What follows belongs to an exercise in optimizing a design on an open flow for small area; a production flow would make more cautious choices. No functional check of the RTL was part of any run shown here. Power and IR drop assume default switching activity.

File: config.mk
export PLATFORM = sky130hd
export DESIGN_NAME = CoinsMatrixBitMap
export DESIGN_NICKNAME = CoinsMatrixBitMap
export VERILOG_FILES = /design/flow/design.v
export SDC_FILE = /design/flow/constraint.sdc
export NUM_CORES = 8
export LEC_CHECK = 0
export CAP_MARGIN = 20
export CORE_MARGIN = 2
export CORE_UTILIZATION = 30
export CTS_BUF_LIST = sky130_fd_sc_hd__clkbuf_4
export CTS_CLUSTER_SIZE = 30
export PLACE_DENSITY = 0.5
export SLEW_MARGIN = 20
File: run.sh
#!/bin/bash
# synth_recipe.tcl (not shown) runs the flow's synth.tcl, then flattens the netlist and writes it again
# the make line also repeats each setting of config.mk as NAME=value (left out here)
make -C /OpenROAD-flow-scripts/flow DESIGN_CONFIG=/design/flow/config.mk WORK_HOME=/design/flow/orfs CLKGATE_MAP_FILE= SYNTH_SCRIPT=/design/flow/synth_recipe.tcl finish
File: design.v
module	CoinsMatrixBitMap	(	
					input	logic	clk,
					input	logic	resetN,
					input	logic	[10:0] offsetX, 
					input	logic	[10:0] offsetY,
					input	logic	InsideRectangle,  
					input	logic	coinCollision,
					input logic [4:0] randomMapLocationX,
					input logic [3:0] randomMapLocationY,
					input logic placeCoin,		 
					input logic placeMoneyBag,	 
					input logic placeTimeBoost,	 
					output	logic	drawingRequest,  
					output	logic	[7:0] RGBout,   
					output	logic upScore,			 
					output	logic upTime			 
 ) ;
localparam int NX = 18 ;
localparam int NY = 12 ;
localparam logic [NX*NY-1:0] P_INIT = 216'hfffde673dffffffff5fccd637b7af3d7b7b70ccc3ffff9b3c7fcff ;
localparam logic [NX*NY-1:0] Q_INIT = 216'h3d98c70001c000f0333dc84f50c3c484ff333c000064c380300 ;
localparam logic [NX*NY-1:0] PQ_TILE = 216'h2198c200000000a03329c84870c284848f333c000064c380300 ;
logic [NX*NY-1:0] P, Q, nonEmpty ;
logic pick_anotherCoin_flag ;
logic pick_anotherMoneyBag_flag ;
logic [4:0] oX ; logic [3:0] oY ;
assign oX = offsetX[9:5] ;
assign oY = offsetY[8:5] ;
logic offset_inMap ;
assign offset_inMap = (oX < NX) && (oY < NY) ;
logic [3:0] rY ; logic [4:0] rX ;
assign rY = (randomMapLocationY[3] & randomMapLocationY[2]) ? {1'b0,randomMapLocationY[2:0]} : randomMapLocationY ;
assign rX = randomMapLocationX ;
logic random_inMap ;
assign random_inMap = (rX < NX) ;
logic oP, oQ, rNonEmpty ;
logic [1:0] oPQ ;
logic [NY-1:0] Pc, Qc, Nc ;
always_comb for (int y = 0; y < NY; y++) begin
  Pc[y] = |(colO & P[y*NX +: NX]) ;
  Qc[y] = |(colO & Q[y*NX +: NX]) ;
  Nc[y] = |(colR & nonEmpty[y*NX +: NX]) ;
end
assign oPQ = offset_inMap ? {|(rowO & Pc), |(rowO & Qc)} : 2'b01 ;
assign oP = oPQ[1] ;
assign oQ = oPQ[0] ;
assign rNonEmpty = random_inMap ? |(rowR & Nc) : 1'b1 ;
logic is515 ;
assign is515 = (oY == 4'd5) && (oX == 5'd15) ;
logic code1, code2, code3 ;
assign code1 = oP & ~oQ ;
assign code2 = oP & oQ ;
assign code3 = ~oP & oQ & is515 ;
logic [11:0] spriteAddr ;
logic [7:0]  spritePixel ;
assign spriteAddr = {~oP, code2, offsetY[4:0], offsetX[4:0]} ;
always_comb begin
	case (spriteAddr)
		12'h1ad: spritePixel = 8'hfe ;
		12'h1ae: spritePixel = 8'hf8 ;
		12'h1af: spritePixel = 8'hf8 ;
		12'h1b0: spritePixel = 8'hfe ;
		12'h1cc: spritePixel = 8'hfe ;
		12'h1cd: spritePixel = 8'hf8 ;
		12'h1ce: spritePixel = 8'hfd ;
		12'h1cf: spritePixel = 8'hfd ;
		12'h1d0: spritePixel = 8'hf8 ;
		12'h1d1: spritePixel = 8'hfe ;
		12'h1ec: spritePixel = 8'hfe ;
		12'h1ed: spritePixel = 8'hf8 ;
		12'h1ee: spritePixel = 8'hfd ;
		12'h1ef: spritePixel = 8'hf9 ;
		12'h1f0: spritePixel = 8'hf8 ;
		12'h1f1: spritePixel = 8'hf9 ;
		12'h20d: spritePixel = 8'hf9 ;
		12'h20e: spritePixel = 8'hf8 ;
		12'h20f: spritePixel = 8'hf8 ;
		12'h210: spritePixel = 8'hf8 ;
		12'h211: spritePixel = 8'hfe ;
		12'h22e: spritePixel = 8'hf9 ;
		12'h22f: spritePixel = 8'hf9 ;
		12'h230: spritePixel = 8'hfe ;
		12'h46a: spritePixel = 8'h6c ;
		12'h46b: spritePixel = 8'h8c ;
		12'h46c: spritePixel = 8'h8c ;
		12'h46d: spritePixel = 8'hd9 ;
		12'h46e: spritePixel = 8'hf9 ;
		12'h46f: spritePixel = 8'hf9 ;
		12'h470: spritePixel = 8'hd9 ;
		12'h471: spritePixel = 8'hf8 ;
		12'h472: spritePixel = 8'h8d ;
		12'h473: spritePixel = 8'h8c ;
		12'h474: spritePixel = 8'h8c ;
		12'h48a: spritePixel = 8'hf9 ;
		12'h48b: spritePixel = 8'hf9 ;
		12'h48c: spritePixel = 8'hfe ;
		12'h48d: spritePixel = 8'hd4 ;
		12'h48e: spritePixel = 8'hb4 ;
		12'h48f: spritePixel = 8'hd4 ;
		12'h490: spritePixel = 8'hb4 ;
		12'h491: spritePixel = 8'hd4 ;
		12'h492: spritePixel = 8'hfe ;
		12'h493: spritePixel = 8'hfd ;
		12'h494: spritePixel = 8'hf9 ;
		12'h495: spritePixel = 8'h6c ;
		12'h4aa: spritePixel = 8'hd9 ;
		12'h4ab: spritePixel = 8'hb4 ;
		12'h4ad: spritePixel = 8'hb4 ;
		12'h4ae: spritePixel = 8'h90 ;
		12'h4af: spritePixel = 8'h90 ;
		12'h4b0: spritePixel = 8'h90 ;
		12'h4b1: spritePixel = 8'hd5 ;
		12'h4b3: spritePixel = 8'hb4 ;
		12'h4b4: spritePixel = 8'hf9 ;
		12'h4b5: spritePixel = 8'h6c ;
		12'h4cb: spritePixel = 8'hf9 ;
		12'h4cc: spritePixel = 8'hd4 ;
		12'h4d2: spritePixel = 8'hf9 ;
		12'h4d3: spritePixel = 8'hf9 ;
		12'h4eb: spritePixel = 8'hd9 ;
		12'h4ec: spritePixel = 8'hd4 ;
		12'h4ed: spritePixel = 8'hd9 ;
		12'h4ee: spritePixel = 8'hf9 ;
		12'h4ef: spritePixel = 8'hf9 ;
		12'h4f0: spritePixel = 8'hf9 ;
		12'h4f1: spritePixel = 8'hf9 ;
		12'h4f2: spritePixel = 8'hb4 ;
		12'h4f3: spritePixel = 8'hd9 ;
		12'h506: spritePixel = 8'h6c ;
		12'h507: spritePixel = 8'h90 ;
		12'h508: spritePixel = 8'hf9 ;
		12'h509: spritePixel = 8'hf9 ;
		12'h50a: spritePixel = 8'hb4 ;
		12'h50c: spritePixel = 8'hd4 ;
		12'h50d: spritePixel = 8'h90 ;
		12'h50e: spritePixel = 8'hd4 ;
		12'h50f: spritePixel = 8'hd4 ;
		12'h510: spritePixel = 8'hf9 ;
		12'h511: spritePixel = 8'h90 ;
		12'h512: spritePixel = 8'hd5 ;
		12'h514: spritePixel = 8'hb4 ;
		12'h515: spritePixel = 8'hf9 ;
		12'h516: spritePixel = 8'hf9 ;
		12'h517: spritePixel = 8'hf9 ;
		12'h526: spritePixel = 8'hf9 ;
		12'h527: spritePixel = 8'hd8 ;
		12'h528: spritePixel = 8'hd4 ;
		12'h529: spritePixel = 8'hd4 ;
		12'h52a: spritePixel = 8'hb4 ;
		12'h52b: spritePixel = 8'h90 ;
		12'h52e: spritePixel = 8'h90 ;
		12'h52f: spritePixel = 8'hd9 ;
		12'h530: spritePixel = 8'hb0 ;
		12'h533: spritePixel = 8'hd5 ;
		12'h534: spritePixel = 8'hfd ;
		12'h535: spritePixel = 8'hf9 ;
		12'h536: spritePixel = 8'hf9 ;
		12'h537: spritePixel = 8'hfe ;
		12'h538: spritePixel = 8'hd9 ;
		12'h545: spritePixel = 8'hfe ;
		12'h546: spritePixel = 8'hd4 ;
		12'h547: spritePixel = 8'hd4 ;
		12'h548: spritePixel = 8'hb4 ;
		12'h549: spritePixel = 8'hb4 ;
		12'h54a: spritePixel = 8'h90 ;
		12'h54b: spritePixel = 8'hd4 ;
		12'h54c: spritePixel = 8'h90 ;
		12'h54d: spritePixel = 8'h90 ;
		12'h551: spritePixel = 8'h90 ;
		12'h552: spritePixel = 8'h90 ;
		12'h553: spritePixel = 8'hfd ;
		12'h554: spritePixel = 8'hfe ;
		12'h555: spritePixel = 8'hfe ;
		12'h556: spritePixel = 8'hfe ;
		12'h557: spritePixel = 8'hd9 ;
		12'h558: spritePixel = 8'hfe ;
		12'h559: spritePixel = 8'hf9 ;
		12'h565: spritePixel = 8'hfe ;
		12'h566: spritePixel = 8'hd4 ;
		12'h567: spritePixel = 8'hd4 ;
		12'h568: spritePixel = 8'hb4 ;
		12'h569: spritePixel = 8'h8c ;
		12'h56a: spritePixel = 8'hd4 ;
		12'h56b: spritePixel = 8'hd4 ;
		12'h56c: spritePixel = 8'hf9 ;
		12'h56d: spritePixel = 8'hd4 ;
		12'h56e: spritePixel = 8'h90 ;
		12'h56f: spritePixel = 8'hb0 ;
		12'h570: spritePixel = 8'h8c ;
		12'h571: spritePixel = 8'hf9 ;
		12'h572: spritePixel = 8'hf9 ;
		12'h573: spritePixel = 8'hfe ;
		12'h574: spritePixel = 8'hfe ;
		12'h575: spritePixel = 8'hfe ;
		12'h576: spritePixel = 8'hfe ;
		12'h577: spritePixel = 8'hfe ;
		12'h578: spritePixel = 8'hf9 ;
		12'h579: spritePixel = 8'hfe ;
		12'h584: spritePixel = 8'hd9 ;
		12'h585: spritePixel = 8'hb4 ;
		12'h586: spritePixel = 8'hd4 ;
		12'h587: spritePixel = 8'hb0 ;
		12'h588: spritePixel = 8'h8c ;
		12'h589: spritePixel = 8'hd4 ;
		12'h58a: spritePixel = 8'hd4 ;
		12'h58b: spritePixel = 8'hd4 ;
		12'h58c: spritePixel = 8'hb4 ;
		12'h58d: spritePixel = 8'hf9 ;
		12'h58f: spritePixel = 8'hd9 ;
		12'h591: spritePixel = 8'hf9 ;
		12'h592: spritePixel = 8'hfe ;
		12'h593: spritePixel = 8'hfe ;
		12'h594: spritePixel = 8'hfe ;
		12'h595: spritePixel = 8'hfe ;
		12'h596: spritePixel = 8'hfe ;
		12'h597: spritePixel = 8'hfe ;
		12'h598: spritePixel = 8'hfe ;
		12'h599: spritePixel = 8'hfd ;
		12'h59a: spritePixel = 8'hf9 ;
		12'h5a4: spritePixel = 8'hd9 ;
		12'h5a5: spritePixel = 8'hb4 ;
		12'h5a6: spritePixel = 8'h90 ;
		12'h5a7: spritePixel = 8'hb0 ;
		12'h5a8: spritePixel = 8'hd4 ;
		12'h5a9: spritePixel = 8'h8c ;
		12'h5aa: spritePixel = 8'hb4 ;
		12'h5ab: spritePixel = 8'hd4 ;
		12'h5ac: spritePixel = 8'hf9 ;
		12'h5ad: spritePixel = 8'hd4 ;
		12'h5af: spritePixel = 8'hfd ;
		12'h5b1: spritePixel = 8'hf9 ;
		12'h5b2: spritePixel = 8'hfe ;
		12'h5b3: spritePixel = 8'hfe ;
		12'h5b4: spritePixel = 8'hfe ;
		12'h5b5: spritePixel = 8'hfe ;
		12'h5b6: spritePixel = 8'hfe ;
		12'h5b7: spritePixel = 8'hfe ;
		12'h5b8: spritePixel = 8'hf9 ;
		12'h5b9: spritePixel = 8'hfe ;
		12'h5ba: spritePixel = 8'hfd ;
		12'h5c4: spritePixel = 8'hd9 ;
		12'h5c5: spritePixel = 8'hb4 ;
		12'h5c6: spritePixel = 8'hb4 ;
		12'h5c7: spritePixel = 8'hd9 ;
		12'h5c8: spritePixel = 8'hb4 ;
		12'h5c9: spritePixel = 8'hd4 ;
		12'h5ca: spritePixel = 8'hb4 ;
		12'h5cb: spritePixel = 8'hd4 ;
		12'h5cc: spritePixel = 8'hb4 ;
		12'h5d2: spritePixel = 8'hfe ;
		12'h5d3: spritePixel = 8'hfe ;
		12'h5d4: spritePixel = 8'hfe ;
		12'h5d5: spritePixel = 8'hfe ;
		12'h5d6: spritePixel = 8'hfe ;
		12'h5d7: spritePixel = 8'hfd ;
		12'h5d8: spritePixel = 8'hfe ;
		12'h5d9: spritePixel = 8'hf9 ;
		12'h5da: spritePixel = 8'hd9 ;
		12'h5e4: spritePixel = 8'hd9 ;
		12'h5e5: spritePixel = 8'hb4 ;
		12'h5e6: spritePixel = 8'h90 ;
		12'h5e7: spritePixel = 8'hd9 ;
		12'h5e8: spritePixel = 8'hf9 ;
		12'h5e9: spritePixel = 8'hb4 ;
		12'h5ea: spritePixel = 8'hb0 ;
		12'h5eb: spritePixel = 8'hb4 ;
		12'h5ed: spritePixel = 8'hd4 ;
		12'h5ef: spritePixel = 8'hd9 ;
		12'h5f1: spritePixel = 8'hfe ;
		12'h5f3: spritePixel = 8'hfe ;
		12'h5f4: spritePixel = 8'hfe ;
		12'h5f5: spritePixel = 8'hfa ;
		12'h5f6: spritePixel = 8'hfd ;
		12'h5f7: spritePixel = 8'hfe ;
		12'h5f8: spritePixel = 8'hd9 ;
		12'h5f9: spritePixel = 8'hfd ;
		12'h5fa: spritePixel = 8'hd9 ;
		12'h604: spritePixel = 8'hd9 ;
		12'h605: spritePixel = 8'hb4 ;
		12'h606: spritePixel = 8'hd4 ;
		12'h607: spritePixel = 8'hb0 ;
		12'h608: spritePixel = 8'h90 ;
		12'h609: spritePixel = 8'hb4 ;
		12'h60a: spritePixel = 8'h90 ;
		12'h60b: spritePixel = 8'hd4 ;
		12'h60d: spritePixel = 8'hd9 ;
		12'h60f: spritePixel = 8'hd9 ;
		12'h611: spritePixel = 8'hfe ;
		12'h613: spritePixel = 8'hfe ;
		12'h614: spritePixel = 8'hf9 ;
		12'h615: spritePixel = 8'hfd ;
		12'h616: spritePixel = 8'hfd ;
		12'h617: spritePixel = 8'hfd ;
		12'h618: spritePixel = 8'hfd ;
		12'h619: spritePixel = 8'hf9 ;
		12'h61a: spritePixel = 8'hf9 ;
		12'h624: spritePixel = 8'hd9 ;
		12'h625: spritePixel = 8'hb4 ;
		12'h626: spritePixel = 8'hb0 ;
		12'h627: spritePixel = 8'hb4 ;
		12'h628: spritePixel = 8'hd4 ;
		12'h629: spritePixel = 8'h8c ;
		12'h62a: spritePixel = 8'hd4 ;
		12'h62b: spritePixel = 8'hd4 ;
		12'h62c: spritePixel = 8'hd4 ;
		12'h62f: spritePixel = 8'hb4 ;
		12'h631: spritePixel = 8'hd9 ;
		12'h632: spritePixel = 8'hf9 ;
		12'h633: spritePixel = 8'hf9 ;
		12'h634: spritePixel = 8'hf9 ;
		12'h635: spritePixel = 8'hf9 ;
		12'h636: spritePixel = 8'hfd ;
		12'h637: spritePixel = 8'hd9 ;
		12'h638: spritePixel = 8'hd9 ;
		12'h639: spritePixel = 8'hd9 ;
		12'h63a: spritePixel = 8'hf9 ;
		12'h644: spritePixel = 8'hd9 ;
		12'h645: spritePixel = 8'hb4 ;
		12'h646: spritePixel = 8'hd4 ;
		12'h647: spritePixel = 8'hb4 ;
		12'h648: spritePixel = 8'h90 ;
		12'h649: spritePixel = 8'hd4 ;
		12'h64a: spritePixel = 8'h90 ;
		12'h64b: spritePixel = 8'hd4 ;
		12'h64c: spritePixel = 8'hd4 ;
		12'h64d: spritePixel = 8'hb4 ;
		12'h651: spritePixel = 8'hd9 ;
		12'h652: spritePixel = 8'hf9 ;
		12'h653: spritePixel = 8'hd9 ;
		12'h654: spritePixel = 8'hf9 ;
		12'h655: spritePixel = 8'hf9 ;
		12'h656: spritePixel = 8'hf9 ;
		12'h657: spritePixel = 8'hf9 ;
		12'h658: spritePixel = 8'hf9 ;
		12'h659: spritePixel = 8'hd4 ;
		12'h65a: spritePixel = 8'hf9 ;
		12'h664: spritePixel = 8'hd9 ;
		12'h665: spritePixel = 8'hb4 ;
		12'h666: spritePixel = 8'h90 ;
		12'h667: spritePixel = 8'hb0 ;
		12'h668: spritePixel = 8'hd4 ;
		12'h669: spritePixel = 8'h90 ;
		12'h66a: spritePixel = 8'hd4 ;
		12'h66b: spritePixel = 8'h90 ;
		12'h66c: spritePixel = 8'hb4 ;
		12'h66d: spritePixel = 8'hb4 ;
		12'h66f: spritePixel = 8'hd4 ;
		12'h672: spritePixel = 8'hd9 ;
		12'h673: spritePixel = 8'hb4 ;
		12'h674: spritePixel = 8'hf9 ;
		12'h675: spritePixel = 8'hd4 ;
		12'h676: spritePixel = 8'hd4 ;
		12'h677: spritePixel = 8'hf9 ;
		12'h678: spritePixel = 8'hd4 ;
		12'h679: spritePixel = 8'hf9 ;
		12'h67a: spritePixel = 8'hd9 ;
		12'h684: spritePixel = 8'hd9 ;
		12'h685: spritePixel = 8'hb4 ;
		12'h686: spritePixel = 8'hd4 ;
		12'h687: spritePixel = 8'hb0 ;
		12'h688: spritePixel = 8'h90 ;
		12'h689: spritePixel = 8'hd4 ;
		12'h68a: spritePixel = 8'h90 ;
		12'h68b: spritePixel = 8'hd4 ;
		12'h68d: spritePixel = 8'hd4 ;
		12'h68f: spritePixel = 8'hd4 ;
		12'h691: spritePixel = 8'hd9 ;
		12'h693: spritePixel = 8'hf9 ;
		12'h694: spritePixel = 8'hb4 ;
		12'h695: spritePixel = 8'hf9 ;
		12'h696: spritePixel = 8'hf9 ;
		12'h697: spritePixel = 8'hd4 ;
		12'h698: spritePixel = 8'hd9 ;
		12'h699: spritePixel = 8'hd4 ;
		12'h69a: spritePixel = 8'hd9 ;
		12'h6a4: spritePixel = 8'hd9 ;
		12'h6a5: spritePixel = 8'hb4 ;
		12'h6a6: spritePixel = 8'hd4 ;
		12'h6a7: spritePixel = 8'hd4 ;
		12'h6a8: spritePixel = 8'hb4 ;
		12'h6a9: spritePixel = 8'h8c ;
		12'h6aa: spritePixel = 8'hd4 ;
		12'h6ab: spritePixel = 8'h90 ;
		12'h6ad: spritePixel = 8'h90 ;
		12'h6af: spritePixel = 8'hb4 ;
		12'h6b1: spritePixel = 8'hb4 ;
		12'h6b3: spritePixel = 8'hd5 ;
		12'h6b4: spritePixel = 8'hd4 ;
		12'h6b5: spritePixel = 8'hd4 ;
		12'h6b6: spritePixel = 8'hd4 ;
		12'h6b7: spritePixel = 8'hd4 ;
		12'h6b8: spritePixel = 8'hd4 ;
		12'h6b9: spritePixel = 8'hd4 ;
		12'h6ba: spritePixel = 8'hd9 ;
		12'h6c5: spritePixel = 8'h90 ;
		12'h6c6: spritePixel = 8'h24 ;
		12'h6c7: spritePixel = 8'h8c ;
		12'h6c8: spritePixel = 8'hd4 ;
		12'h6c9: spritePixel = 8'hb4 ;
		12'h6ca: spritePixel = 8'h8c ;
		12'h6cb: spritePixel = 8'hd4 ;
		12'h6cc: spritePixel = 8'h90 ;
		12'h6d2: spritePixel = 8'hb4 ;
		12'h6d3: spritePixel = 8'hb4 ;
		12'h6d4: spritePixel = 8'hb4 ;
		12'h6d5: spritePixel = 8'hd4 ;
		12'h6d6: spritePixel = 8'hd0 ;
		12'h6d7: spritePixel = 8'hb4 ;
		12'h6d9: spritePixel = 8'hd4 ;
		12'h6e5: spritePixel = 8'hd5 ;
		12'h6e6: spritePixel = 8'h90 ;
		12'h6e7: spritePixel = 8'h24 ;
		12'h6e9: spritePixel = 8'hd4 ;
		12'h6ea: spritePixel = 8'hb4 ;
		12'h6eb: spritePixel = 8'h90 ;
		12'h6ec: spritePixel = 8'hd4 ;
		12'h6ed: spritePixel = 8'h90 ;
		12'h6ef: spritePixel = 8'h90 ;
		12'h6f1: spritePixel = 8'h90 ;
		12'h6f2: spritePixel = 8'hd4 ;
		12'h6f3: spritePixel = 8'hb0 ;
		12'h6f4: spritePixel = 8'hd4 ;
		12'h6f5: spritePixel = 8'hd4 ;
		12'h6f6: spritePixel = 8'hd5 ;
		12'h6f8: spritePixel = 8'hb0 ;
		12'h6f9: spritePixel = 8'hb4 ;
		12'h705: spritePixel = 8'h90 ;
		12'h706: spritePixel = 8'h24 ;
		12'h707: spritePixel = 8'h8c ;
		12'h708: spritePixel = 8'hd4 ;
		12'h709: spritePixel = 8'h90 ;
		12'h70a: spritePixel = 8'h90 ;
		12'h70b: spritePixel = 8'hd4 ;
		12'h70c: spritePixel = 8'h90 ;
		12'h70d: spritePixel = 8'hb4 ;
		12'h70f: spritePixel = 8'hd4 ;
		12'h711: spritePixel = 8'hb0 ;
		12'h712: spritePixel = 8'hb0 ;
		12'h713: spritePixel = 8'hd4 ;
		12'h714: spritePixel = 8'h90 ;
		12'h715: spritePixel = 8'h90 ;
		12'h716: spritePixel = 8'h90 ;
		12'h717: spritePixel = 8'hb4 ;
		12'h719: spritePixel = 8'h90 ;
		12'h726: spritePixel = 8'hd5 ;
		12'h727: spritePixel = 8'hb4 ;
		12'h728: spritePixel = 8'hd4 ;
		12'h729: spritePixel = 8'hd4 ;
		12'h72a: spritePixel = 8'hb4 ;
		12'h72b: spritePixel = 8'h90 ;
		12'h72c: spritePixel = 8'h90 ;
		12'h72d: spritePixel = 8'h90 ;
		12'h72e: spritePixel = 8'h90 ;
		12'h72f: spritePixel = 8'h90 ;
		12'h730: spritePixel = 8'h90 ;
		12'h731: spritePixel = 8'hb0 ;
		12'h732: spritePixel = 8'h90 ;
		12'h733: spritePixel = 8'h90 ;
		12'h734: spritePixel = 8'hd4 ;
		12'h735: spritePixel = 8'hd4 ;
		12'h736: spritePixel = 8'hb0 ;
		12'h737: spritePixel = 8'hd4 ;
		12'h738: spritePixel = 8'hb4 ;
		12'h74b: spritePixel = 8'hd4 ;
		12'h74c: spritePixel = 8'hd4 ;
		12'h74d: spritePixel = 8'hd4 ;
		12'h74e: spritePixel = 8'hd4 ;
		12'h74f: spritePixel = 8'hd4 ;
		12'h750: spritePixel = 8'hd4 ;
		12'h751: spritePixel = 8'hd4 ;
		12'h752: spritePixel = 8'hd4 ;
		12'h753: spritePixel = 8'hd4 ;
		12'h8ed: spritePixel = 8'h64 ;
		12'h8ee: spritePixel = 8'h6c ;
		12'h8ef: spritePixel = 8'h6c ;
		12'h8f0: spritePixel = 8'h64 ;
		12'h8f1: spritePixel = 8'h64 ;
		12'h8f2: spritePixel = 8'h24 ;
		12'h90d: spritePixel = 8'hcc ;
		12'h90e: spritePixel = 8'hf8 ;
		12'h90f: spritePixel = 8'hf8 ;
		12'h910: spritePixel = 8'hfc ;
		12'h911: spritePixel = 8'hfc ;
		12'h912: spritePixel = 8'h90 ;
		12'h92d: spritePixel = 8'h20 ;
		12'h92e: spritePixel = 8'h64 ;
		12'h92f: spritePixel = 8'hf0 ;
		12'h930: spritePixel = 8'hd0 ;
		12'h931: spritePixel = 8'h24 ;
		12'h932: spritePixel = 8'h20 ;
		12'h94f: spritePixel = 8'h6c ;
		12'h950: spritePixel = 8'h24 ;
		12'h96c: spritePixel = 8'h20 ;
		12'h96d: spritePixel = 8'h60 ;
		12'h96e: spritePixel = 8'ha0 ;
		12'h96f: spritePixel = 8'ha0 ;
		12'h970: spritePixel = 8'ha0 ;
		12'h971: spritePixel = 8'ha0 ;
		12'h972: spritePixel = 8'h60 ;
		12'h98b: spritePixel = 8'h60 ;
		12'h98c: spritePixel = 8'h80 ;
		12'h98d: spritePixel = 8'ha0 ;
		12'h98e: spritePixel = 8'ha4 ;
		12'h98f: spritePixel = 8'hd6 ;
		12'h990: spritePixel = 8'hd6 ;
		12'h991: spritePixel = 8'ha0 ;
		12'h992: spritePixel = 8'hc0 ;
		12'h993: spritePixel = 8'h80 ;
		12'h994: spritePixel = 8'h60 ;
		12'h9aa: spritePixel = 8'h60 ;
		12'h9ab: spritePixel = 8'ha0 ;
		12'h9ac: spritePixel = 8'hac ;
		12'h9ad: spritePixel = 8'hfa ;
		12'h9ae: spritePixel = 8'hff ;
		12'h9af: spritePixel = 8'hff ;
		12'h9b1: spritePixel = 8'hff ;
		12'h9b2: spritePixel = 8'hd1 ;
		12'h9b3: spritePixel = 8'ha4 ;
		12'h9b4: spritePixel = 8'hc0 ;
		12'h9b5: spritePixel = 8'h60 ;
		12'h9ca: spritePixel = 8'ha0 ;
		12'h9cb: spritePixel = 8'hd1 ;
		12'h9cc: spritePixel = 8'hff ;
		12'h9cd: spritePixel = 8'hff ;
		12'h9ce: spritePixel = 8'hff ;
		12'h9cf: spritePixel = 8'hff ;
		12'h9d1: spritePixel = 8'hff ;
		12'h9d2: spritePixel = 8'hff ;
		12'h9d3: spritePixel = 8'hff ;
		12'h9d4: spritePixel = 8'had ;
		12'h9d5: spritePixel = 8'ha0 ;
		12'h9e9: spritePixel = 8'h80 ;
		12'h9ea: spritePixel = 8'ha4 ;
		12'h9eb: spritePixel = 8'hff ;
		12'h9ec: spritePixel = 8'hff ;
		12'h9ed: spritePixel = 8'hff ;
		12'h9ee: spritePixel = 8'hff ;
		12'h9ef: spritePixel = 8'hff ;
		12'h9f1: spritePixel = 8'hff ;
		12'h9f2: spritePixel = 8'hff ;
		12'h9f3: spritePixel = 8'hff ;
		12'h9f4: spritePixel = 8'hd6 ;
		12'h9f5: spritePixel = 8'hc0 ;
		12'h9f6: spritePixel = 8'h60 ;
		12'ha08: spritePixel = 8'h20 ;
		12'ha09: spritePixel = 8'ha0 ;
		12'ha0a: spritePixel = 8'had ;
		12'ha0b: spritePixel = 8'hff ;
		12'ha0c: spritePixel = 8'hff ;
		12'ha0d: spritePixel = 8'hff ;
		12'ha0e: spritePixel = 8'hff ;
		12'ha0f: spritePixel = 8'hff ;
		12'ha11: spritePixel = 8'hff ;
		12'ha12: spritePixel = 8'hff ;
		12'ha13: spritePixel = 8'hff ;
		12'ha14: spritePixel = 8'hff ;
		12'ha15: spritePixel = 8'ha4 ;
		12'ha16: spritePixel = 8'hc0 ;
		12'ha17: spritePixel = 8'h20 ;
		12'ha28: spritePixel = 8'h20 ;
		12'ha29: spritePixel = 8'h80 ;
		12'ha2a: spritePixel = 8'hff ;
		12'ha2c: spritePixel = 8'hff ;
		12'ha2d: spritePixel = 8'hff ;
		12'ha31: spritePixel = 8'hff ;
		12'ha32: spritePixel = 8'hff ;
		12'ha33: spritePixel = 8'hff ;
		12'ha35: spritePixel = 8'hfa ;
		12'ha36: spritePixel = 8'ha0 ;
		12'ha37: spritePixel = 8'h20 ;
		12'ha48: spritePixel = 8'h20 ;
		12'ha49: spritePixel = 8'h80 ;
		12'ha4a: spritePixel = 8'hff ;
		12'ha4c: spritePixel = 8'hff ;
		12'ha4d: spritePixel = 8'hff ;
		12'ha4e: spritePixel = 8'hff ;
		12'ha4f: spritePixel = 8'hff ;
		12'ha50: spritePixel = 8'hff ;
		12'ha51: spritePixel = 8'hff ;
		12'ha52: spritePixel = 8'hff ;
		12'ha53: spritePixel = 8'hff ;
		12'ha55: spritePixel = 8'ha4 ;
		12'ha56: spritePixel = 8'ha0 ;
		12'ha57: spritePixel = 8'h20 ;
		12'ha68: spritePixel = 8'h20 ;
		12'ha69: spritePixel = 8'ha0 ;
		12'ha6a: spritePixel = 8'had ;
		12'ha6b: spritePixel = 8'hff ;
		12'ha6c: spritePixel = 8'hff ;
		12'ha6d: spritePixel = 8'hff ;
		12'ha6e: spritePixel = 8'hff ;
		12'ha6f: spritePixel = 8'hff ;
		12'ha70: spritePixel = 8'hff ;
		12'ha71: spritePixel = 8'hff ;
		12'ha72: spritePixel = 8'hff ;
		12'ha73: spritePixel = 8'hff ;
		12'ha74: spritePixel = 8'hff ;
		12'ha75: spritePixel = 8'ha4 ;
		12'ha76: spritePixel = 8'ha0 ;
		12'ha77: spritePixel = 8'h20 ;
		12'ha89: spritePixel = 8'h80 ;
		12'ha8a: spritePixel = 8'ha0 ;
		12'ha8b: spritePixel = 8'hff ;
		12'ha8c: spritePixel = 8'hff ;
		12'ha8d: spritePixel = 8'hff ;
		12'ha8e: spritePixel = 8'hff ;
		12'ha8f: spritePixel = 8'hff ;
		12'ha90: spritePixel = 8'hff ;
		12'ha91: spritePixel = 8'hff ;
		12'ha92: spritePixel = 8'hff ;
		12'ha93: spritePixel = 8'hff ;
		12'ha94: spritePixel = 8'hd6 ;
		12'ha95: spritePixel = 8'hc0 ;
		12'ha96: spritePixel = 8'h60 ;
		12'haaa: spritePixel = 8'ha0 ;
		12'haab: spritePixel = 8'hd1 ;
		12'haac: spritePixel = 8'hff ;
		12'haad: spritePixel = 8'hff ;
		12'haae: spritePixel = 8'hff ;
		12'haaf: spritePixel = 8'hff ;
		12'hab0: spritePixel = 8'hff ;
		12'hab1: spritePixel = 8'hff ;
		12'hab2: spritePixel = 8'hff ;
		12'hab3: spritePixel = 8'hff ;
		12'hab4: spritePixel = 8'had ;
		12'hab5: spritePixel = 8'ha0 ;
		12'haca: spritePixel = 8'h60 ;
		12'hacb: spritePixel = 8'ha0 ;
		12'hacc: spritePixel = 8'ha4 ;
		12'hacd: spritePixel = 8'hfa ;
		12'hace: spritePixel = 8'hff ;
		12'had1: spritePixel = 8'hff ;
		12'had2: spritePixel = 8'hd5 ;
		12'had3: spritePixel = 8'ha4 ;
		12'had4: spritePixel = 8'hc0 ;
		12'had5: spritePixel = 8'h60 ;
		12'haeb: spritePixel = 8'h60 ;
		12'haec: spritePixel = 8'h80 ;
		12'haed: spritePixel = 8'ha0 ;
		12'haee: spritePixel = 8'h84 ;
		12'haef: spritePixel = 8'hd1 ;
		12'haf0: spritePixel = 8'hd1 ;
		12'haf1: spritePixel = 8'ha0 ;
		12'haf2: spritePixel = 8'hc0 ;
		12'haf3: spritePixel = 8'h80 ;
		12'haf4: spritePixel = 8'h60 ;
		12'hb0c: spritePixel = 8'h20 ;
		12'hb0d: spritePixel = 8'h60 ;
		12'hb0e: spritePixel = 8'ha0 ;
		12'hb0f: spritePixel = 8'ha0 ;
		12'hb10: spritePixel = 8'ha0 ;
		12'hb11: spritePixel = 8'ha0 ;
		12'hb12: spritePixel = 8'h60 ;
		default: spritePixel = 8'h00 ;
	endcase
end
logic erase, coinTry, bagTry, randEmpty, wrCoin, wrBag, wrRand ;
assign erase = InsideRectangle & coinCollision ;
assign coinTry = placeCoin | pick_anotherCoin_flag ;
assign bagTry = placeMoneyBag | pick_anotherMoneyBag_flag ;
assign randEmpty = ~rNonEmpty ;
assign wrCoin = coinTry & randEmpty ;
assign wrBag = bagTry & randEmpty ;
assign wrRand = wrCoin | wrBag ;
logic [NX-1:0] colO, colR ;
logic [NY-1:0] rowO, rowR ;
always_comb begin
	for (int x = 0; x < NX; x++) begin
		colO[x] = (oX == x) ;
		colR[x] = (rX == x) ;
	end
	for (int y = 0; y < NY; y++) begin
		rowO[y] = (oY == y) ;
		rowR[y] = (rY == y) ;
	end
end
logic [NY-1:0] rowRW, rowRB, rowOE ;
assign rowRW = rowR & {NY{wrRand}} ;
assign rowRB = rowR & {NY{wrBag}} ;
assign rowOE = rowO & {NY{erase}} ;
genvar gy, gx ;
generate
	for (gy = 0; gy < NY; gy++) begin : row
		for (gx = 0; gx < NX; gx++) begin : col
			localparam int I = gy*NX+gx ;
			logic rs_n, rsb_n, oe_n ;
			assign rs_n = ~(rowRW[gy] & colR[gx]) ;
			assign rsb_n = ~(rowRB[gy] & colR[gx]) ;
			assign oe_n = ~(rowOE[gy] & colO[gx]) ;
			if (PQ_TILE[I]) begin : pq
				assign nonEmpty[I] = P[I] | Q[I] ;
			end else begin : p
				assign nonEmpty[I] = P[I] ;
			end
			logic Pn, Qn ;
			if ((gy == 5) && (gx == 15)) begin : tb
				assign Pn = ~placeTimeBoost & ~(rs_n & ~(oe_n & P[I])) ;
				assign Qn = placeTimeBoost | ~(rsb_n & ~(rs_n & oe_n & Q[I])) ;
			end else begin : n
				assign Pn = ~(rs_n & ~(oe_n & P[I])) ;
				assign Qn = ~(rsb_n & ~(rs_n & oe_n & Q[I])) ;
			end
			always_ff @(posedge clk or negedge resetN) begin
				if (!resetN) begin
					P[I] <= P_INIT[I] ;
					Q[I] <= Q_INIT[I] ;
				end else begin
					P[I] <= Pn ;
					Q[I] <= Qn ;
				end
			end
		end
	end
endgenerate
always_ff@(posedge clk or negedge resetN)
begin
	if(!resetN) begin
		RGBout <= 8'h00 ;
		pick_anotherCoin_flag <= 1'b0 ;
		pick_anotherMoneyBag_flag <= 1'b0 ;
		upScore <= 1'b0 ;
		upTime <= 1'b0 ;
	end else begin
		RGBout <= (InsideRectangle & offset_inMap & (code1 | code2 | code3)) ? spritePixel : 8'h00 ;
		pick_anotherCoin_flag <= coinTry & ~randEmpty ;
		pick_anotherMoneyBag_flag <= bagTry & ~randEmpty ;
		upScore <= erase & offset_inMap & code2 ;
		upTime <= erase & offset_inMap & code3 ;
	end
end
assign drawingRequest = (RGBout != 8'h00) ;
endmodule
File: constraint.sdc
create_clock -name core_clock -period 12.0 [get_ports {clk}]
set_input_delay 2.4000 -clock core_clock [delete_from_list [all_inputs] [get_ports {clk}]]
set_output_delay 2.4000 -clock core_clock [all_outputs]
set_load 0.01 [all_outputs]
==> results of run 1 <==
## critical path: cells and delay by family
kind / cells / cell delay, ns
simple gates: 7 / 3.55
compound gates: 4 / 1.54
buf+inv: 2 / 1.22
## cell type report
| class | instances | area share (%) |
|---|---|---|
| antenna | 8 | 0.06648 |
| clock buffer | 185 | 4.612 |
| clock inverter | 30 | 0.4779 |
| inverter | 15 | 0.1870 |
| multi-input combinational | 2277 | 47.80 |
| sequential | 444 | 37.88 |
| tap | 1176 | 4.887 |
| timing repair buffer | 150 | 4.093 |
## cells by family (layout without fill, tap and decap cells)
kind of cell,Yosys count,after routing,synth area share [%]
AOI/OAI and AO/OA,901,901,26.23
xor gates and xnor gates,6,6,0.1943
buffers and inverters,304,380,5.538
DFF,444,444,42.18
muxes,61,61,2.369
other,0,8,0
and+or+nand+nor,1309,1309,23.49
## Yosys cell counts, types with 15 or more instances
cell type	n	area, um2
nor4_1	28	175.2
o22ai_1	41	256.5
nand4_1	36	225.2
buf_2	75	375.4
dfrtp_1	208	5205
nor2_1	157	589.3
nand2_2	22	137.6
nand2_1	720	2703
dfstp_2	236	6201
nand2b_1	22	137.6
a211oi_1	15	112.6
o211ai_1	15	112.6
and3_1	40	250.2
a22oi_1	154	1156
nor2b_1	30	187.7
mux2i_1	46	460.4
o21ai_0	85	425.4
and4_1	15	131.4
a22o_1	161	1410
clkbuf_1	124	465.5
buf_4	35	262.8
a32o_1	164	1642
nor3_1	56	280.3
a221oi_1	24	210.2
nand3_1	42	210.2
a21oi_1	79	395.4
a31oi_1	35	219.0
buf_1	36	135.1
## flip-flops by register name, summed over array words and instances, names as in the netlist
signal,cells
pick_anotherMoneyBag_flag,1
upScore,1
upTime,1
Q,216
P,216
pick_anotherCoin_flag,1
RGBout,8
## power by group
part	switching [W]	internal, W
combinational	0.000294	0.000131
clock	0.000694	0.000716
sequential	0.0000692	0.00161
total	0.00106	0.00246
## metrics by stage
step                      std cells  area, um2  hold slack (ns)  power (W)
after floorplan                3025      27040           0.4437   0.001920
after global placement         4057      28510           0.4537   0.002115
after detailed placement       4058      28520           0.4587   0.002114
after CTS                      4273      30050           0.4690   0.003526
after global routing           4283      30110           0.4791   0.003653
final                          4285      30110           0.4690   0.003517
## cells in the final DEF, fill, tap and decap left out, types with 12 or more instances in the layout
master / count
nand2_1: 720
dfstp_2: 236
dfrtp_1: 208
clkbuf_4: 185
a32o_1: 164
a22o_1: 161
a22oi_1: 154
nor2_1: 134
buf_4: 100
o21ai_0: 85
a21oi_1: 79
nor3_1: 53
mux2i_1: 46
nand3_1: 42
o22ai_1: 41
and3_1: 40
clkdlybuf4s50_1: 37
nand4_1: 36
a31oi_1: 35
nor2b_1: 28
nor2_4: 27
clkinv_1: 27
nor4_1: 26
a221oi_1: 24
nand2b_1: 22
nand2_2: 22
and4_1: 15
a211oi_1: 15
o211ai_1: 15
mux2_2: 14
or3_1: 12
inv_1: 12
## per-layer routing
layer  GRT usage (%)  vias to the layer above  wire length [um]
li1                -                    11490                 -
met1           37.97                    13850             54000
met2           38.52                     1887             53470
met3           6.184                      368             14070
met4           10.49                        4              5295
met5               0                        -                26
## final timing paths
| check | depth (start not counted) | end | slack [ns] | from |
|---|---|---|---|---|
| min in group asynchronous | 1 | Q[183] | 1.48 | resetN |
| worst min-delay path | 2 | P[204] | 0.47 | P[204] |
| worst min register to register | 2 | P[204] | 0.47 | P[204] |
| max in group asynchronous | 3 | RGBout[6] | 8.45 | resetN |
| worst max-delay path | 13 | Q[159] | 4.08 | randomMapLocationX[1] |
| worst max register to register | 11 | Q[159] | 6.96 | P[98] |
==> impl_metrics.tcl, run 1 <==
set metrics [dict create \
    drc 0 \
    end_kind "flop" \
    dr.pass1.iters 6 \
    start_kind "primary input" \
    cts_buffer_depth 3 \
    relSlewSlack_pct 20.98 \
    synth.yosys.seq_area_share_pct 42.18 \
    fin_crit_ns 7.924 \
    grt_max_degree 154 \
    finClkSkew_ns 0.06119 \
    die_width_um 304.2 \
    vias 27590 \
    finalSetupViolations 0 \
    grt_pass1_vias 26270 \
    ant_nets 0 \
    timing.final.crit_share_pct 66.03 \
    gr-total-overflow 0 \
    synthCells 3025 \
    fin_ws_ns 4.076 \
    root_buffer "clkbuf_4" \
    synth_nets 3063 \
    ios 49 \
    slowest_delay_ns 0.97 \
    wirelength_mm 126.9 \
    clock-sinks 444 \
    htree_levels 3 \
    rsz0062_at_grt "false" \
    grt_pass1_wl_mm 185.1 \
    ctsHoldBuffers 0 \
    post-cts-setup-buffer-count 0 \
    synthFlopType "dfstp_2" \
    nets 3042 \
    crit_slowest_cell "and3_1" \
    path_clk_slew_ns 0.07 \
    cp.arrival_ns 8.75 \
    drtIter0Drc 3900 \
    power_leakage_nw 11.43 \
    hold_viol 0 \
    synth.distinct_cells 98 \
    ys_ff_latch 444 \
    fin_util_pct 33.56 \
    drv_slew 0 \
    clk_latency_ns 0.96 \
    cp.required_ns 12.83 \
    maxCapViolations 0 \
    place_ws_ns 3.479 \
    ir_worst_vdd_mv 0.06150 \
    syn_area_um2 27040 \
    path_class "primary input to flop" \
    hold_class "flop to flop" \
    die-area_um2 92560 \
    cts_tree "built" \
    syn_to_final_growth_pct 11.34 \
    async_flop_share_pct 100.0 \
    p_per_area_nw_per_um2 116.8 \
    ctsResizeCount 0 \
    regArea_um2 11410 \
    gp_congestion 1.001 \
    worstPathCellList "clkdlybuf4s50_1 -> and3b_1 -> and2_2 -> buf_4 -> o21ai_0 -> nand4b_1 -> o311ai_1 -> a21o_1 -> nand3_2 -> nor3_4 -> and3_1 -> nand2_1 -> a32o_1" \
    finalSetupTns_ns 0 \
    start_util_pct 30.14 \
    synth.avg_cell_area_um2 8.940 \
    portBuffers 45 \
    cp_max_fo 20 \
    fp.coreArea_um2 89740 \
    multi_input_area_um2 14390 \
    grt_usage_pct 26.57 \
    tightest_slew_ns 1.182 \
    wl_per_cell_um 29.61 \
    antenna_found_initial 7 \
    synth_edf_count 0 \
    vias_per_cell 6.440 \
    dpl.hpwl_mm 81.69 \
    rows 110 \
    fmax_mhz 126.2 \
    fp.dieH_um 304.2 \
    cts_made_buffers 116 \
    final_layout_size_suffix_gt1_share_pct 21.32 \
    nFillCells 9325 \
    outcome "complete, no violations" \
    yosysWarnings 1 \
]
==> inputs of run 2 (changes only) <==
--- a/config.mk
+++ b/config.mk
@@ -8,7 +8,8 @@
 export CAP_MARGIN = 20
 export CORE_MARGIN = 2
-export CORE_UTILIZATION = 30
-export CTS_BUF_LIST = sky130_fd_sc_hd__clkbuf_4
-export CTS_CLUSTER_SIZE = 30
-export PLACE_DENSITY = 0.5
+export CORE_UTILIZATION = 65
+export CTS_BUF_LIST = sky130_fd_sc_hd__clkbuf_16
+export CTS_CLUSTER_DIAMETER = 60
+export CTS_CLUSTER_SIZE = 40
+export PLACE_DENSITY = 0.75
 export SLEW_MARGIN = 20
==> run 2 against run 1 <==
Still clean. Sequential cell count unchanged. Synthesized area is the same. Design area shrank 4.4%. Fmax fell by 1.3%. Utilization is 37 points higher. Critical path type unchanged. Largest power group unchanged. Highest routed layer unchanged.
==> impl_metrics.tcl, run 2 <==
set metrics [dict create \
    dpl.hpwl_mm 77.51 \
    final_layout_size_suffix_gt1_share_pct 17.86 \
    final_cell_mix "nand2_1, dfstp_2, dfrtp_1" \
    die_width_um 208.0 \
    path_class "primary input to flop" \
    htree_levels 1 \
    ctsResizeCount 0 \
    hold_ws_ns 0.4754 \
    vias 29430 \
    cp.required_ns 12.54 \
    fp.coreArea_um2 40920 \
    fin_crit_ns 8.025 \
    start_util_pct 66.08 \
    worst_hold_path.num_cells 2 \
    ys_ff_latch 444 \
    rsz0062_at_grt "false" \
    fin_area_um2 28800 \
    vias_per_cell 8.481 \
    synth_nets 3063 \
    fmax_mhz 124.6 \
    cts_tree "built" \
    nFillCells 2871 \
    async_flop_share_pct 100.0 \
    highest_layer "met5" \
    cp.arrival_ns 8.56 \
    maxCapViolations 0 \
    yosys-top-cells-count "nand2_1, dfstp_2, dfrtp_1" \
    critical_path.top_delay_family "simple AND/OR/NAND/NOR gates" \
    wl_per_cell_um 35.13 \
    met2_length_mm 48.13 \
    synth_top_cell_by_area "dfstp_2" \
    synth_edf_count 0 \
    cp_max_fo 26 \
    portBuffers 45 \
    r2r-end "Q[105]" \
    crit_slowest_cell "nor3_2" \
    synthCells 3025 \
    tightest_slew_ns 1.282 \
    cts_buffer_depth 3 \
    finalSetupTns_ns 0 \
    synth.top_cell.area_share_pct 22.93 \
    synthXorXnorAreaFrac_pct 0.1943 \
    clk_latency_ns 0.66 \
    clock-sinks 444 \
    ctsHoldBuffers 0 \
    post-cts-setup-buffer-count 0 \
    synth_fa_ha_area_share_pct 0 \
    synth.most_common_cell "nand2_1" \
    grt_pass1_vias 28960 \
    grt_max_degree 169 \
    synthFlopType "dfstp_2" \
    synth.avg_cell_area_um2 8.940 \
    syn_area_um2 27040 \
    grt_pass1_wl_mm 179.5 \
    placed_area_um2 27670 \
    drc 0 \
    fp.dieH_um 208.0 \
    root_buffer "clkbuf_16" \
    gr-total-overflow 0 \
    m1WireLength_mm 38.93 \
    drtIter0Drc 5641 \
    synth.distinct_cells 98 \
    finClkSkew_ns 0.07819 \
    ios 49 \
    r2r-start "P[61]" \
    grt_usage_pct 54.71 \
    reg2reg_slack_ns 7.33 \
    worstRegToRegCells 9 \
    p_per_area_nw_per_um2 114.6 \
    synth-simple-area-share_pct 23.49 \
    synth_top_family_by_area "compound AO/OA/AOI/OAI gates" \
    synth_compound_area_share_pct 26.23 \
    whs_endpoint "P[50]" \
    slowest_delay_ns 1.16 \
    dr.pass1.iters 14 \
    ir_worst_vdd_mv 0.1637 \
    relSlewSlack_pct 14.08 \
    end_kind "flop" \
    finalSetupViolations 0 \
    final_common_cell "nand2_1" \
    fin_ws_ns 3.975 \
    hold_viol 0 \
    start_kind "primary input" \
    route.met3.wl_mm 22.16 \
    worstHoldStart "P[50]" \
    reg_top3 "P (216), Q (216), RGBout (8)" \
    outcome "complete, no violations" \
    path_clk_slew_ns 0.10 \
    cts_made_buffers 30 \
    wirelength_mm 121.9 \
    yosysWarnings 1 \
    rows 74 \
    path_buf_inv 2 \
    die-area_um2 43250 \
    power_leakage_nw 11.00 \
    timing.final.crit_share_pct 66.88 \
    hold_class "flop to flop" \
    gp_congestion 1.062 \
    yosys-top-cells-area "dfstp_2, dfrtp_1, nand2_1, a32o_1, a22o_1" \
    worstPathCellList "clkdlybuf4s50_1 -> nand2b_1 -> nor3_4 -> buf_4 -> a221oi_1 -> nand4_1 -> o31ai_2 -> a21o_1 -> nand3_2 -> nor3_2 -> and3_1 -> a221o_1" \
    place_ws_ns 3.628 \
    syn_to_final_growth_pct 6.491 \
    ant_nets 0 \
    synth.yosys.seq_area_share_pct 42.18 \
    synthMuxAreaShare_pct 2.369 \
    antenna_found_initial 7 \
    drv_slew 0 \
    nets 2948 \
]
## run 2: cells by family after synthesis
kind of cell    count (synthesis)
mux                            61
buf+inv                       304
flops                         444
simple gates                 1309
xor+xnor                        6
compound gates                901
## run 2: per-layer routing
| layer | GRT usage [%] | vias to the layer above |
|---|---|---|
| li1 | - | 11130 |
| met1 | 66.06 | 13740 |
| met2 | 75.00 | 3381 |
| met3 | 26.07 | 1168 |
| met4 | 41.94 | 6 |
| met5 | 1.224 | - |
## run 2: cell type report
cell class	instances	area (um2)	area share, %
multi-input cells	2277	14370	49.91
inverters	15	56.30	0.1955
clock buffers	30	750.7	2.607
well taps	532	665.6	2.311
diodes	4	10.01	0.03476
flip-flops and latches	444	11410	39.61
clock inverters	26	361.6	1.256
repair buffers	142	1176	4.084
## run 2: stage by stage
stage / utilization, % / total power (W) / cells
final: 70.37 / 0.003299 / 3470
after global routing: 70.35 / 0.003343 / 3466
after CTS: 70.32 / 0.003237 / 3466
after detailed placement: 67.60 / 0.002099 / 3410
after global placement: 67.55 / 0.002084 / 3410
after floorplan: - / 0.001920 / 3025
## run 2: how the worst max path moves through the flow
stage | depth (start not counted) | end | from | slack (ns)
floorplan | 15 | Q[169] | randomMapLocationX[0] | 6.63
global placement | 13 | Q[131] | randomMapLocationX[2] | 3.86
detailed placement | 13 | Q[213] | randomMapLocationX[2] | 3.63
CTS | 13 | Q[213] | randomMapLocationX[2] | 4.26
global route | 13 | Q[107] | randomMapLocationX[2] | 3.94
finish | 12 | Q[105] | randomMapLocationX[2] | 3.97
## run 2: where the power goes
group          switching, W  internal, W
logic              0.000301     0.000131
clock network      0.000666     0.000515
registers         0.0000744      0.00161
## run 2: worst reg2reg max path, cell delays in order, from the launching register on
cell	delay, ns
dfrtp_1	0.45
nor2_1	0.24
o22ai_1	0.12
and4b_1	0.27
a41oi_1	0.18
o221ai_1	0.49
nand3_2	0.48
nor3_2	1.17
and3_1	0.91
a221o_1	0.29

## re-timing with driven ports
The flow's constraints put no driver on any port. The routed layouts listed below were extracted and timed again, unchanged, in two steps.
Step 1: set_driving_cell puts a clkbuf_16 on clk and a buf_2 on each other input, an assumption about the parent block.
Step 2 times the ports against the registers' clock, not the clock port: input delays grow and output delays shrink by t, the midpoint of the rising clock arrivals with the driver on.
a / b / c = ideal / step 1 / step 2; a / b = the first two.
| run | t, ns | slack for setup (ns) | worst setup path at the end | worst register clock-pin slew, ns | worst slew at a driven data input, ns |
|---|---|---|---|---|---|
| run 1 | 0.990 | 4.076 / 4.118 / 3.127 | input to register | 0.08 / 0.08 | 0.08 |
| run 2 | 0.693 | 3.975 / 4.018 / 3.325 | input to register | 0.11 / 0.11 | 0.05 |
After both steps every run listed still meets setup and hold. The setup slack of run 1, which loses most, moves by +0.042 ns with the drivers and by -0.949 ns with both steps.
